Context: an optimization exercise on an open-source flow, tuned for small area, a short achievable clock period and few clock cycles. The choices shown serve that exercise and are no tape-out recipe.
RTL that was checked went through simulation tests only; none was proved equivalent to the original.
Power figures rest on the tool's default switching activity, not on a simulated workload.

Setup of before:
==> flow/design.v (excerpt) <==
module alu(
    input clk,
    input rst,
    input start,
    input [31:0] A,
    input [31:0] B,
    input [2:0] ALUop,
    output reg [31:0] Result,
    output reg done
);
    reg        busy;    
    reg        a_lt_b;   
    reg  [4:0] cnt;     
    reg        abit;    
    wire mod_start = start & (ALUop == 3'd7) & ~busy;
    wire        inv   = busy | ~ALUop[0] | ALUop[1];
    wire        xsel  = ~busy | a_lt_b;
    wire [31:0] x     = xsel ? A : {Result[30:0], abit};
    wire [31:0] y     = inv ? ~B : B;
    wire [31:0] sum;
    wire        carry;                    
    adder add0(.a(x), .b(y), .cin(inv), .sum(sum), .cout(carry));
    wire        ge    = (Result[31] | carry) & ~a_lt_b;
    wire [31:0] bm;
    genvar k;
    generate
        for (k = 0; k < 32; k = k + 1) begin : smear
            assign bm[k] = |B[31:k];
        end
    endgenerate
    wire lt4  = &(~A[31:4]  | bm[28:1]);
    wire lt8  = &(~A[31:8]  | bm[24:1]);
  ...
For scale: ~1100 cells after synthesis, roughly 7800 sq um of cells after synthesis.
==> module alu, before the edit <==
module alu(
    input clk,
    input rst,
    input start,
    input [31:0] A,
    input [31:0] B,
    input [2:0] ALUop,
    output reg [31:0] Result,
    output reg done
);
    reg        busy;    
    reg        a_lt_b;   
    reg  [4:0] cnt;     
    reg        abit;    
    wire mod_start = start & (ALUop == 3'd7) & ~busy;
    wire        inv   = busy | ~ALUop[0] | ALUop[1];
    wire        xsel  = ~busy | a_lt_b;
    wire [31:0] x     = xsel ? A : {Result[30:0], abit};
    wire [31:0] y     = inv ? ~B : B;
    wire [31:0] sum;
    wire        carry;                    
    adder add0(.a(x), .b(y), .cin(inv), .sum(sum), .cout(carry));
    wire        ge    = (Result[31] | carry) & ~a_lt_b;
    wire [31:0] bm;
    genvar k;
    generate
        for (k = 0; k < 32; k = k + 1) begin : smear
            assign bm[k] = |B[31:k];
        end
    endgenerate
    wire lt4  = &(~A[31:4]  | bm[28:1]);
    wire lt8  = &(~A[31:8]  | bm[24:1]);
    wire lt12 = &(~A[31:12] | bm[20:1]);
    wire lt16 = &(~A[31:16] | bm[16:1]);
    reg [31:0] r0;
    reg [4:0]  j0;
    reg        a0;
    always @(*) begin
        if (lt4)       begin r0 = {4'd0,  A[31:4]};  j0 = 5'd3;  a0 = A[3];  end
        else if (lt8)  begin r0 = {8'd0,  A[31:8]};  j0 = 5'd7;  a0 = A[7];  end
        else if (lt12) begin r0 = {12'd0, A[31:12]}; j0 = 5'd11; a0 = A[11]; end
        else if (lt16) begin r0 = {16'd0, A[31:16]}; j0 = 5'd15; a0 = A[15]; end
        else           begin r0 = 32'd0;             j0 = 5'd31; a0 = A[31]; end
    end
    wire        last = a_lt_b | (cnt == 5'd0);
    wire [4:0]  cnt_m1 = cnt - 5'd1;
    wire       op_sum  = ALUop[2] & (ALUop[1] ^ ALUop[0]);      
    wire       use_sum = busy ? ge : op_sum;
    reg [31:0] other;
    always @(*) begin
        if (busy)
            other = x;
        else case (ALUop)
            3'd0: other = A & B;
            3'd1: other = A | B;
            3'd2: other = A ^ B;
            3'd3: other = ~(A | B);
            3'd4: other = {31'd0, ~carry};
            default: other = r0;
        endcase
    end
    wire [31:0] res_next = use_sum ? sum : other;
    always @(posedge clk) begin
        Result <= res_next;
        if (busy) begin
            cnt  <= cnt_m1;
            abit <= A[cnt_m1];
        end else begin
            cnt  <= j0;
            abit <= a0;
            a_lt_b <= ~carry;
        end
        if (rst) begin
            busy <= 1'b0;
            done <= 1'b0;
        end else begin
            done <= busy & last;
            if (mod_start)
                busy <= 1'b1;
            else if (busy & last)
                busy <= 1'b0;
        end
    end
endmodule
clock: 18.0 ns
lec_check: 0
cap_margin: 20
core_margin: 2
core_utilization: 40
slew_margin: 20
standard.sh (not shown) runs the stock make flow with config.mk's settings and CLKGATE_MAP_FILE= SYNTH_SCRIPT=/design/flow/synth_recipe.tcl, a recipe that flattens the netlist after the stock synthesis.
==> flow/flow/run.sh <==
#!/bin/bash
# The standard ORFS layout with two changes in how it is made (the clock
# period and all constraints stay those of the design):
#  - every port still gets a buffer, but a plain buf_1 instead of the
#    larger delay buffer buffer_ports picks by itself; the resizer upsizes
#    the ones on critical paths;
#  - repair_timing is asked to leave extra setup slack, so that it shortens
#    the paths that the 18 ns clock never pressures.
set -euo pipefail
bash standard.sh "BUFFER_PORTS_ARGS=-buffer_cell sky130_fd_sc_hd__buf_1" \
    SETUP_SLACK_MARGIN=10.5 finish > standard_flow.log 2>&1
Testbench counts of before, summed over its fixed seeds: cycles 4,341.
The following lists how after was set up differently from before:
--- a/flow/design.v
+++ b/flow/design.v
@@ -82,24 +82,23 @@
         else           begin r0 = 32'd0;             j0 = 5'd31; a0 = A[31]; end
     end
     wire        last = a_lt_b | (cnt == 5'd0);
     wire [4:0]  cnt_m1 = cnt - 5'd1;
-    wire       op_sum  = ALUop[2] & (ALUop[1] ^ ALUop[0]);      
-    wire       use_sum = busy ? ge : op_sum;
-    reg [31:0] other;
+    reg [31:0] res_next;
     always @(*) begin
         if (busy)
-            other = x;
+            res_next = ge ? sum : x;
         else case (ALUop)
-            3'd0: other = A & B;
-            3'd1: other = A | B;
-            3'd2: other = A ^ B;
-            3'd3: other = ~(A | B);
-            3'd4: other = {31'd0, ~carry};
-            default: other = r0;
+            3'd0: res_next = A & B;
+            3'd1: res_next = A | B;
+            3'd2: res_next = A ^ B;
+            3'd3: res_next = ~(A | B);
+            3'd4: res_next = {31'd0, ~carry};
+            3'd5: res_next = sum;
+            3'd6: res_next = sum;
+            default: res_next = r0;
         endcase
     end
-    wire [31:0] res_next = use_sum ? sum : other;
     always @(posedge clk) begin
         Result <= res_next;
         if (busy) begin
             cnt  <= cnt_m1;
[summary]
Diff after and before: combinational logic power higher in after
Per the comparison of after with before, clock tree cell share of total cell area down 0.74 points, critical path depth up 2.
[after] clock network fraction of design power fell 6.0 points relative to before
Changes observed in after relative to before: via count fell by 0.85%; worst hold slack rose by 0.034 ns.
Higher setup slack at placement was reported by before, not after.
The synthesized cell count of after is lower than that of before.
Measured against each other, after and before differ in sequential group power, the higher figure coming from before.
Diff after and before: met3 wire length higher in after
For wire length, before and after come out practically identical.
Switching portion of total power in after is 2.4 points above before.
| clock slew seen by the registers of the worst setup and hold paths | before vs after | ≈ equal |
before has a lower horizontal die dimension than after.
Testbench counts of after, summed over its fixed seeds: cycles 4,341.

========
v4:
RTL: one of the versions met above, not the one the previous note started from.
Size: roughly 1000 cells after synthesis, ~41 flip-flops, roughly 100 I/O pins, about 0.0080 sq mm of cells after synthesis.
==> module adder, before the edit <==
module adder(
    input  [31:0] a,
    input  [31:0] b,
    input         cin,
    output [31:0] sum,
    output        cout
);
    wire [31:0] p = a ^ b;
    wire [31:0] g = a & b;
    wire [31:0] g0 = {g[31:1], g[0] | (p[0] & cin)};
    wire [31:0] g1, p1, g2, p2, g3, p3, g4, p4, g5, p5;
    sklansky_level #(0) l0(.gi(g0), .pi(p),  .go(g1), .po(p1));
    sklansky_level #(1) l1(.gi(g1), .pi(p1), .go(g2), .po(p2));
    sklansky_level #(2) l2(.gi(g2), .pi(p2), .go(g3), .po(p3));
    sklansky_level #(3) l3(.gi(g3), .pi(p3), .go(g4), .po(p4));
    sklansky_level #(4) l4(.gi(g4), .pi(p4), .go(g5), .po(p5));
    assign sum  = p ^ {g5[30:0], cin};
    assign cout = g5[31];
endmodule
==> module alu, before the edit <==
module alu(
    input clk,
    input rst,
    input start,
    input [31:0] A,
    input [31:0] B,
    input [2:0] ALUop,
    output reg [31:0] Result,
    output reg done
);
    reg        busy;    
    reg        a_lt_b;   
    reg  [4:0] cnt;     
    reg        abit;    
    wire mod_start = start & (ALUop == 3'd7) & ~busy;
    wire        inv   = busy | ~ALUop[0] | ALUop[1];
    wire        xsel  = ~busy | a_lt_b;
    wire [31:0] x     = xsel ? A : {Result[30:0], abit};
    wire [31:0] y     = inv ? ~B : B;
    wire [31:0] sum;
    wire        carry;                    
    adder add0(.a(x), .b(y), .cin(inv), .sum(sum), .cout(carry));
    wire        ge    = (Result[31] | carry) & ~a_lt_b;
    wire [31:0] bm;
    genvar k;
    generate
        for (k = 0; k < 32; k = k + 1) begin : smear
            assign bm[k] = |B[31:k];
        end
    endgenerate
    wire lt4  = &(~A[31:4]  | bm[28:1]);
    wire lt8  = &(~A[31:8]  | bm[24:1]);
    wire lt12 = &(~A[31:12] | bm[20:1]);
    wire lt16 = &(~A[31:16] | bm[16:1]);
    reg [31:0] r0;
    reg [4:0]  j0;
    reg        a0;
    always @(*) begin
        if (lt4)       begin r0 = {4'd0,  A[31:4]};  j0 = 5'd3;  a0 = A[3];  end
        else if (lt8)  begin r0 = {8'd0,  A[31:8]};  j0 = 5'd7;  a0 = A[7];  end
        else if (lt12) begin r0 = {12'd0, A[31:12]}; j0 = 5'd11; a0 = A[11]; end
        else if (lt16) begin r0 = {16'd0, A[31:16]}; j0 = 5'd15; a0 = A[15]; end
        else           begin r0 = 32'd0;             j0 = 5'd31; a0 = A[31]; end
    end
    wire        last = a_lt_b | (cnt == 5'd0);
    wire [4:0]  cnt_m1 = cnt - 5'd1;
    reg [31:0] res_next;
    always @(*) begin
        if (busy)
            res_next = ge ? sum : x;
        else case (ALUop)
            3'd0: res_next = A & B;
            3'd1: res_next = A | B;
            3'd2: res_next = A ^ B;
            3'd3: res_next = ~(A | B);
            3'd4: res_next = {31'd0, ~carry};
            3'd5: res_next = sum;
            3'd6: res_next = sum;
            default: res_next = r0;
        endcase
    end
    always @(posedge clk) begin
        Result <= res_next;
        if (busy) begin
            cnt  <= cnt_m1;
            abit <= A[cnt_m1];
        end else begin
            cnt  <= j0;
            abit <= a0;
            a_lt_b <= ~carry;
        end
        if (rst) begin
            busy <= 1'b0;
            done <= 1'b0;
        end else begin
            done <= busy & last;
            if (mod_start)
                busy <= 1'b1;
            else if (busy & last)
                busy <= 1'b0;
        end
    end
endmodule
clock: 18.0 ns
lec_check: 0
cap_margin: 20
core_margin: 2
core_utilization: 40
slew_margin: 20
==> flow/flow/run.sh <==
#!/bin/bash
# The standard ORFS layout with two changes in how it is made (the clock
# period and all constraints stay those of the design):
#  - every port still gets a buffer, but a plain buf_1 instead of the
#    larger delay buffer buffer_ports picks by itself; the resizer upsizes
#    the ones on critical paths;
#  - repair_timing is asked to leave extra setup slack, so that it shortens
#    the paths that the 18 ns clock never pressures.
set -euo pipefail
bash standard.sh "BUFFER_PORTS_ARGS=-buffer_cell sky130_fd_sc_hd__buf_1" \
    SETUP_SLACK_MARGIN=11.5 finish > standard_flow.log 2>&1
Testbench counts of v4, summed over its fixed seeds: cycles 4,341.
What v24 does differently from v4 at the input level:
diff --git a/flow/design.v b/flow/design.v
--- a/flow/design.v
+++ b/flow/design.v
@@ -1,14 +1,16 @@
 module adder(
     input  [31:0] a,
     input  [31:0] b,
     input         cin,
     output [31:0] sum,
-    output        cout
+    output        cout,
+    output [31:0] p,         
+    output [31:0] g          
 );
-    wire [31:0] p = a ^ b;
-    wire [31:0] g = a & b;
+    assign p = a ^ b;
+    assign g = a & b;
     wire [31:0] g0 = {g[31:1], g[0] | (p[0] & cin)};
     wire [31:0] g1, p1, g2, p2, g3, p3, g4, p4, g5, p5;
     sklansky_level #(0) l0(.gi(g0), .pi(p),  .go(g1), .po(p1));
     sklansky_level #(1) l1(.gi(g1), .pi(p1), .go(g2), .po(p2));
     sklansky_level #(2) l2(.gi(g2), .pi(p2), .go(g3), .po(p3));
@@ -50,50 +52,35 @@
     reg        busy;    
     reg        a_lt_b;   
     reg  [4:0] cnt;     
     reg        abit;    
     wire mod_start = start & (ALUop == 3'd7) & ~busy;
-    wire        inv   = busy | ~ALUop[0] | ALUop[1];
+    wire        inv   = busy | (ALUop[2] & (~ALUop[0] | ALUop[1]));
     wire        xsel  = ~busy | a_lt_b;
     wire [31:0] x     = xsel ? A : {Result[30:0], abit};
     wire [31:0] y     = inv ? ~B : B;
     wire [31:0] sum;
     wire        carry;                    
-    adder add0(.a(x), .b(y), .cin(inv), .sum(sum), .cout(carry));
+    wire [31:0] p, g;
+    adder add0(.a(x), .b(y), .cin(inv), .sum(sum), .cout(carry), .p(p), .g(g));
     wire        ge    = (Result[31] | carry) & ~a_lt_b;
-    wire [31:0] bm;
-    genvar k;
-    generate
-        for (k = 0; k < 32; k = k + 1) begin : smear
-            assign bm[k] = |B[31:k];
-        end
-    endgenerate
-    wire lt4  = &(~A[31:4]  | bm[28:1]);
-    wire lt8  = &(~A[31:8]  | bm[24:1]);
-    wire lt12 = &(~A[31:12] | bm[20:1]);
-    wire lt16 = &(~A[31:16] | bm[16:1]);
-    reg [31:0] r0;
-    reg [4:0]  j0;
-    reg        a0;
-    always @(*) begin
-        if (lt4)       begin r0 = {4'd0,  A[31:4]};  j0 = 5'd3;  a0 = A[3];  end
-        else if (lt8)  begin r0 = {8'd0,  A[31:8]};  j0 = 5'd7;  a0 = A[7];  end
-        else if (lt12) begin r0 = {12'd0, A[31:12]}; j0 = 5'd11; a0 = A[11]; end
-        else if (lt16) begin r0 = {16'd0, A[31:16]}; j0 = 5'd15; a0 = A[15]; end
-        else           begin r0 = 32'd0;             j0 = 5'd31; a0 = A[31]; end
-    end
+    wire lt8  = (B[31:24] != 8'd0)  | (A[31:8]  < B[23:0]);
+    wire lt16 = (B[31:16] != 16'd0) | (A[31:16] < B[15:0]);
+    wire [31:0] r0 = lt8 ? {8'd0, A[31:8]} : lt16 ? {16'd0, A[31:16]} : 32'd0;
+    wire [4:0]  j0 = lt8 ? 5'd7 : lt16 ? 5'd15 : 5'd31;
+    wire        a0 = lt8 ? A[7] : lt16 ? A[15] : A[31];
     wire        last = a_lt_b | (cnt == 5'd0);
     wire [4:0]  cnt_m1 = cnt - 5'd1;
     reg [31:0] res_next;
     always @(*) begin
         if (busy)
             res_next = ge ? sum : x;
         else case (ALUop)
-            3'd0: res_next = A & B;
-            3'd1: res_next = A | B;
-            3'd2: res_next = A ^ B;
-            3'd3: res_next = ~(A | B);
+            3'd0: res_next = g;
+            3'd1: res_next = p | g;
+            3'd2: res_next = p;
+            3'd3: res_next = ~(p | g);
             3'd4: res_next = {31'd0, ~carry};
             3'd5: res_next = sum;
             3'd6: res_next = sum;
             default: res_next = r0;
         endcase
Findings:
- Having completed the whole flow, v24 delivered a layout that passed the timing, design-rule and antenna checks.
- Against v4, non-clock buffer count in v24 rose by a few percent.
- Number of buffers inserted by port buffering of v24 is on par with v4.
- On worst slew margin relative to its limit, v24 does better than v4.
- Note that the final routed wirelength across all metal layers recorded for v24 amounts to 0.848 times the value seen in v4.
- In the flow results for v24 and v4, the internal power component is smaller on v4.
- Side by side, cell count after synthesis turned out lower in v24 than in v4.
- Worst reg-to-reg path cell count for v24: 1 down relative to v4
- Per the comparison of v24 with v4, fraction of power consumed by combinational cells now larger; post-detailed-route via-to-cell ratio now smaller.
- v24 against v4: post-synthesis compound-gate area fraction -3.7 points; final hold slack went down.
- v24 vs v4 — met1 track demand over resource rose 0.26 points.
- Sequential share of layout area delta for v24 relative to v4: 0.18 points lower
The RTL of v24 was laid out without a check of its function.

what the ideal ports hide:
The results above use ideal ports. As a check the final layouts listed here were re-extracted and re-timed, cells and wires unchanged.
Step 1 (the two cells are an assumption about what drives the block):
set clk [get_ports {clk}]
set_driving_cell -lib_cell sky130_fd_sc_hd__clkbuf_16 $clk
set_driving_cell -lib_cell sky130_fd_sc_hd__buf_2 [delete_from_list [all_inputs] $clk]
Step 2 moves the port delays by t, midway between the first and last clock arrival at a register: inputs arrive t later, outputs are due t later. That takes back most of the time a late clock gives input paths.
a / b / c = ideal ports / drivers / drivers and shift; a / b = the first two.
run	t, ns	setup WS [ns]	worst setup path at the end	latest minus earliest clock arrival (ns)	pins driven straight from the clock port
before	0.342	10.930 / 10.950 / 10.608	input to register	0.005 / 0.004	1
after	0.335	10.702 / 10.677 / 10.342	input to register	0.010 / 0.010	1
v4	0.336	11.219 / 11.219 / 10.883	input to register	0.007 / 0.007	1
v24	0.355	11.105 / 11.063 / 10.708	input to register	0.012 / 0.012	1
After both steps every run listed still meets setup and hold. For v24, which loses most, drivers alone change the setup slack by -0.042 ns; drivers and shift together by -0.397 ns.
